Context: an optimization exercise on an open-source flow, tuned for small area. The choices shown serve that exercise and are no tape-out recipe. In this exercise RTL edits were held to simulation tests only and were not proved equivalent to the original. The flow treats the clock pin as an ideal source, which a real chip does not have. Power and IR drop assume default switching activity.

== P ==
==> flow/design.v <==
`timescale 1ns / 1ps
module FIFO #(
	parameter WIDTH = 8,
	parameter DEPTH = 8
	)(
	input clk,
	input rst_n,
	input [WIDTH - 1:0] writeData,
	input writeEn,
	input [$clog2(DEPTH) - 1:0] readPtr,
	input [$clog2(DEPTH) - 1:0] readSel,
	output [WIDTH - 1:0] readData,
	input readEn,
	output full,
	output empty
	);
	localparam AW = $clog2(DEPTH);
	logic [AW - 1:0] writePtr;
	logic lastWrite;
	logic [WIDTH - 1:0] mem [DEPTH - 1:0];
	wire same = writePtr == readPtr;
	assign full = same & lastWrite;
	assign empty = same & ~lastWrite;
	logic [WIDTH - 1:0] readMux;
	always_comb begin
		readMux = 0;
		for (int k = 0; k < DEPTH; k++)
			readMux = readMux | (mem[k] & {WIDTH{readSel == k}});
	end
	assign readData = readMux;
	always @(posedge clk) begin
		if (~rst_n) begin
			writePtr <= 0;
			lastWrite <= 0;
		end else begin
			if (writeEn) writePtr <= writePtr + 1'd1;
			if (writeEn | readEn) lastWrite <= writeEn;
		end
	end
	always @(posedge clk) begin
		if (writeEn) mem[writePtr] <= writeData;
	end
endmodule
module RXFIFO #(
	parameter WIDTH = 8,
	parameter DEPTH = 8
	)(
	input clk,
	input rst_n,
	input shiftBit,
	input shiftEn,
	input commit,
	output [$clog2(DEPTH) - 1:0] writePtrOut,
	output [WIDTH - 1:0] readData,
	input readEn,
	output full,
	output empty
	);
	localparam AW = $clog2(DEPTH);
	logic [WIDTH - 1:0] readDataReg;
	logic [AW - 1:0] readPtr, writePtr;
	logic lastWrite;
	logic [WIDTH - 1:0] mem [DEPTH - 1:0];
	wire same = writePtr == readPtr;
	assign full = same & lastWrite;
	assign empty = same & ~lastWrite;
	assign readData = readDataReg;
	assign writePtrOut = writePtr;
	logic [WIDTH - 1:0] readMux;
	always_comb begin
		readMux = 0;
		for (int k = 0; k < DEPTH; k++)
			readMux = readMux | (mem[k] & {WIDTH{readPtr == k}});
	end
	always @(posedge clk) begin
		if (~rst_n) begin
			readPtr <= 0;
			writePtr <= 0;
			lastWrite <= 0;
			readDataReg <= 0;
		end else begin
			if (commit) writePtr <= writePtr + 1'd1;
			if (commit | readEn) lastWrite <= commit;
			if (readEn) begin
				readPtr <= readPtr + 1'd1;
				readDataReg <= readMux;
			end
		end
	end
	genvar i;
	generate
		for (i = 0; i < DEPTH; i = i + 1) begin : slot
			always @(posedge clk) begin
				if (shiftEn && writePtr == i) mem[i] <= {mem[i][WIDTH - 2:0], shiftBit};
			end
		end
	endgenerate
endmodule
`timescale 1ns / 1ps
module clkPrescale (
		input clk,
		input rst_n,
		input prescaleEn,
		input [7:0] prescale1,
		input [7:0] prescale2,
		output SCKTick
	);
	logic [7:0] count1, count2;
	logic SCKTickReg;
	assign SCKTick = SCKTickReg;
	wire [8:0] next1 = count1 + 1'd1;
	wire [8:0] next2 = count2 + 1'd1;
	wire match1 = next1[8];
	wire match2 = next2[8];
	always @(posedge clk) begin
		if (~rst_n || ~prescaleEn) begin
			count1 <= ~prescale1;
			count2 <= ~prescale2;
			SCKTickReg <= 0;
		end else begin
			SCKTickReg <= match1 & match2;
			if (match1) begin
				count1 <= ~prescale1;
				count2 <= match2 ? ~prescale2 : next2[7:0];
			end else begin
				count1 <= next1[7:0];
			end
		end
	end
endmodule
`timescale 1ns / 1ps
module SPIMaster #(
	parameter WIDTH = 8,
	parameter TxFIFODepth = 8,
	parameter RxFIFODepth = 8
	)(
	input clk,
	input rst_n,
    output CS_n,
    output SCK,
    output MOSI,
    input MISO,
	output [WIDTH - 1:0] RXdata,
	input readEn,
	output RXFIFOempty,
	output RXFIFOfull,
	output TXFIFOempty,
	output TXFIFOfull,
	input [WIDTH - 1:0] TXdata,
	input writeEn,
	input startTransaction,
	output doneTransaction,
	input [7:0] prescale1,
	input [7:0] prescale2
	);
	localparam [4:0] IDLE = 5'b00000;
	localparam [4:0] START = 5'b00010;
	localparam [4:0] LOAD = 5'b00100;
	localparam [4:0] END1 = 5'b00101;
	localparam [4:0] END2 = 5'b00011;
	localparam [4:0] SEND0 = 5'b10000;
	localparam [4:0] SENDLAST = 5'b11111;
	logic [4:0] state;
	logic [WIDTH - 1:0] shiftOut;
	wire idle = state == IDLE;
	wire sending = state[4];
	wire active = state[4] | state[0];
	wire inFlight = state[4] | state[2];
	wire lastBit = state == SENDLAST;
	assign CS_n = idle;
	assign doneTransaction = idle;
	assign SCK = state[0];
	assign MOSI = shiftOut[WIDTH - 1] & active;
	logic SCKTick;
	clkPrescale prescaler (
		.clk(clk),
		.rst_n(rst_n),
		.prescaleEn(active),
		.prescale1(prescale1),
		.prescale2(prescale2),
		.SCKTick(SCKTick)
	);
	logic [$clog2(RxFIFODepth) - 1:0] rxWritePtr;
	logic [WIDTH - 1:0] TXFIFOdata;
	FIFO #(.WIDTH(WIDTH), .DEPTH(TxFIFODepth)) TXFIFO (
		.clk(clk),
		.rst_n(rst_n),
		.writeData(TXdata),
		.writeEn(writeEn),
		.readPtr(rxWritePtr + inFlight),
		.readSel(rxWritePtr),
		.readData(TXFIFOdata),
		.readEn(state == START),
		.full(TXFIFOfull),
		.empty(TXFIFOempty)
	);
	RXFIFO #(.WIDTH(WIDTH), .DEPTH(RxFIFODepth)) RXFIFO (
		.clk(clk),
		.rst_n(rst_n),
		.shiftBit(MISO),
		.shiftEn(SCKTick & sending & ~state[0]),
		.commit(state == END1),
		.writePtrOut(rxWritePtr),
		.readData(RXdata),
		.readEn(readEn),
		.full(RXFIFOfull),
		.empty(RXFIFOempty)
	);
	always @(posedge clk) begin
		if (idle)
			shiftOut <= TXFIFOdata;
		else if (SCKTick & sending & state[0] & ~lastBit)
			shiftOut <= {shiftOut[WIDTH - 2:0], 1'b0};
	end
	always @(posedge clk) begin
		if (~rst_n) begin
			state <= IDLE;
		end else begin
			case (state)
				IDLE: if (startTransaction) state <= START;
				START: state <= LOAD;
				LOAD: state <= SEND0;
				END1, END2: state <= SCKTick ? IDLE : END2;
				SENDLAST: state <= END1;
				default: if (sending & SCKTick) state <= state + 1'd1;
			endcase
		end
	end
endmodule
clock: 5.0 ns
lec_check: 0
cap_margin: 20
core_margin: 2
core_utilization: 60
slew_margin: 20
standard.sh (not shown) runs the stock make flow with config.mk's settings and CLKGATE_MAP_FILE= SYNTH_SCRIPT=/design/flow/synth_recipe.tcl, a recipe that flattens the netlist after the stock synthesis.
==> flow/flow/run.sh <==
#!/bin/bash
# Standard ORFS layout with smaller port buffers and a clock tree without dummy loads.
set -euo pipefail
export BUFFER_PORTS_ARGS="-buffer_cell sky130_fd_sc_hd__buf_1"
export CTS_ARGS="-sink_clustering_enable -repair_clock_nets -dont_use_dummy_load -sink_clustering_size 100 -sink_clustering_max_diameter 500 -buf_list sky130_fd_sc_hd__clkbuf_4 -root_buf sky130_fd_sc_hd__clkbuf_16"
export LEAF_MAX=10
export POST_CTS_TCL="$PWD/flow/post_cts.tcl"
bash standard.sh > standard_flow.log 2>&1
==> flow/flow/post_cts.tcl <==
# After CTS: a clkbuf_4 that drives more than LEAF_MAX sinks is upsized to clkbuf_8,
# since the extracted wiring makes its sinks' slew exceed what CTS estimated.
set leaf_max $::env(LEAF_MAX)
set changed 0
foreach inst [[ord::get_db_block] getInsts] {
  if {[[$inst getMaster] getName] eq "sky130_fd_sc_hd__clkbuf_4"} {
    set net [[$inst findITerm X] getNet]
    set n [expr {[llength [$net getITerms]] - 1}]
    if {$n > $leaf_max} {
      puts "post_cts: [$inst getName] drives $n sinks, upsizing to clkbuf_8"
      replace_cell [$inst getName] sky130_fd_sc_hd__clkbuf_8
      incr changed
    }
  }
}
if {$changed} {
  detailed_placement
  check_placement -verbose
}
The final layout from P, which completed every stage, passed the timing, design-rule and antenna checks at the end of the flow.
## Diff of input files: Q against P
--- a/flow/design.v
+++ b/flow/design.v
@@ -10,4 +10,5 @@
 	input [$clog2(DEPTH) - 1:0] readPtr,
 	input [$clog2(DEPTH) - 1:0] readSel,
+	input readGate,
 	output [WIDTH - 1:0] readData,
 	input readEn,
@@ -26,5 +27,5 @@
 		readMux = 0;
 		for (int k = 0; k < DEPTH; k++)
-			readMux = readMux | (mem[k] & {WIDTH{readSel == k}});
+			readMux = readMux | (mem[k] & {WIDTH{readGate & (readSel == k)}});
 	end
 	assign readData = readMux;
@@ -110,7 +111,7 @@
 	assign SCKTick = SCKTickReg;
 	wire [8:0] next1 = count1 + 1'd1;
-	wire [8:0] next2 = count2 + 1'd1;
 	wire match1 = next1[8];
-	wire match2 = next2[8];
+	wire [8:0] next2 = count2 + match1;
+	wire match = next2[8];
 	always @(posedge clk) begin
 		if (~rst_n || ~prescaleEn) begin
@@ -119,11 +120,7 @@
 			SCKTickReg <= 0;
 		end else begin
-			SCKTickReg <= match1 & match2;
-			if (match1) begin
-				count1 <= ~prescale1;
-				count2 <= match2 ? ~prescale2 : next2[7:0];
-			end else begin
-				count1 <= next1[7:0];
-			end
+			SCKTickReg <= match;
+			count1 <= match1 ? ~prescale1 : next1[7:0];
+			count2 <= match ? ~prescale2 : next2[7:0];
 		end
 	end
@@ -190,4 +187,5 @@
 		.readPtr(rxWritePtr + inFlight),
 		.readSel(rxWritePtr),
+		.readGate(idle),
 		.readData(TXFIFOdata),
 		.readEn(state == START),
@@ -207,10 +205,8 @@
 		.empty(RXFIFOempty)
 	);
-	always @(posedge clk) begin
-		if (idle)
-			shiftOut <= TXFIFOdata;
-		else if (SCKTick & sending & state[0] & ~lastBit)
-			shiftOut <= {shiftOut[WIDTH - 2:0], 1'b0};
-	end
+	wire shiftNow = SCKTick & sending & state[0] & ~lastBit;
+	wire holdNow = ~idle & ~shiftNow;
+	always @(posedge clk)
+		shiftOut <= TXFIFOdata | ({shiftOut[WIDTH - 2:0], 1'b0} & {WIDTH{shiftNow}}) | (shiftOut & {WIDTH{holdNow}});
 	always @(posedge clk) begin
 		if (~rst_n) begin
--- outcome ---
Q vs P: register cell area after layout down by a few percent
Total combinational power in Q vs P: down 16%
Re final design instance area without fill: Q and P aren't equal, and the higher value belongs to P.
Relative area of clock buffers and inverters in the final design of P is on par with Q.
When the final numbers for Q and P were put side by side, the share of final-layout standard cells stronger than drive strength 1 turned out to be greater in P.
Lower non-clock buffer count among Q and P: Q
Fraction of the cycle the final worst path needs: lower on Q
Q vs P on pre-CTS worst setup slack: Q is the higher one.
For global-route usage, P and Q come out practically identical.
Q vs. P: routed length per instance went down by 3.4%; die area shrank by 2.4%; summed instance area of the synthesized netlist down 190 um^2.
met3 routing resource usage after global routing was lower in the run labelled Q.

==> port drivers added, routing unchanged <==
Ports are ideal in the flow. The routed layouts listed here were re-timed in OpenROAD. Step 1 assumes that a clkbuf_16 drives the clock port and a buf_2 every other input. Step 2 times the ports against the registers' clock, not the clock port: input delays grow and output delays shrink by t, the midpoint of the rising clock arrivals with the driver on. Three values: ideal ports, drivers, drivers and shift; two values: the first two.
run	shift t [ns]	slack for setup (ns)	worst setup path after step 2	worst slew at a driven data input, ns
P	0.403	1.733 / 1.690 / 2.094	register to output	0.04
Q	0.403	1.769 / 1.728 / 2.131	register to output	0.03
After both steps setup and hold are still met in every run listed.
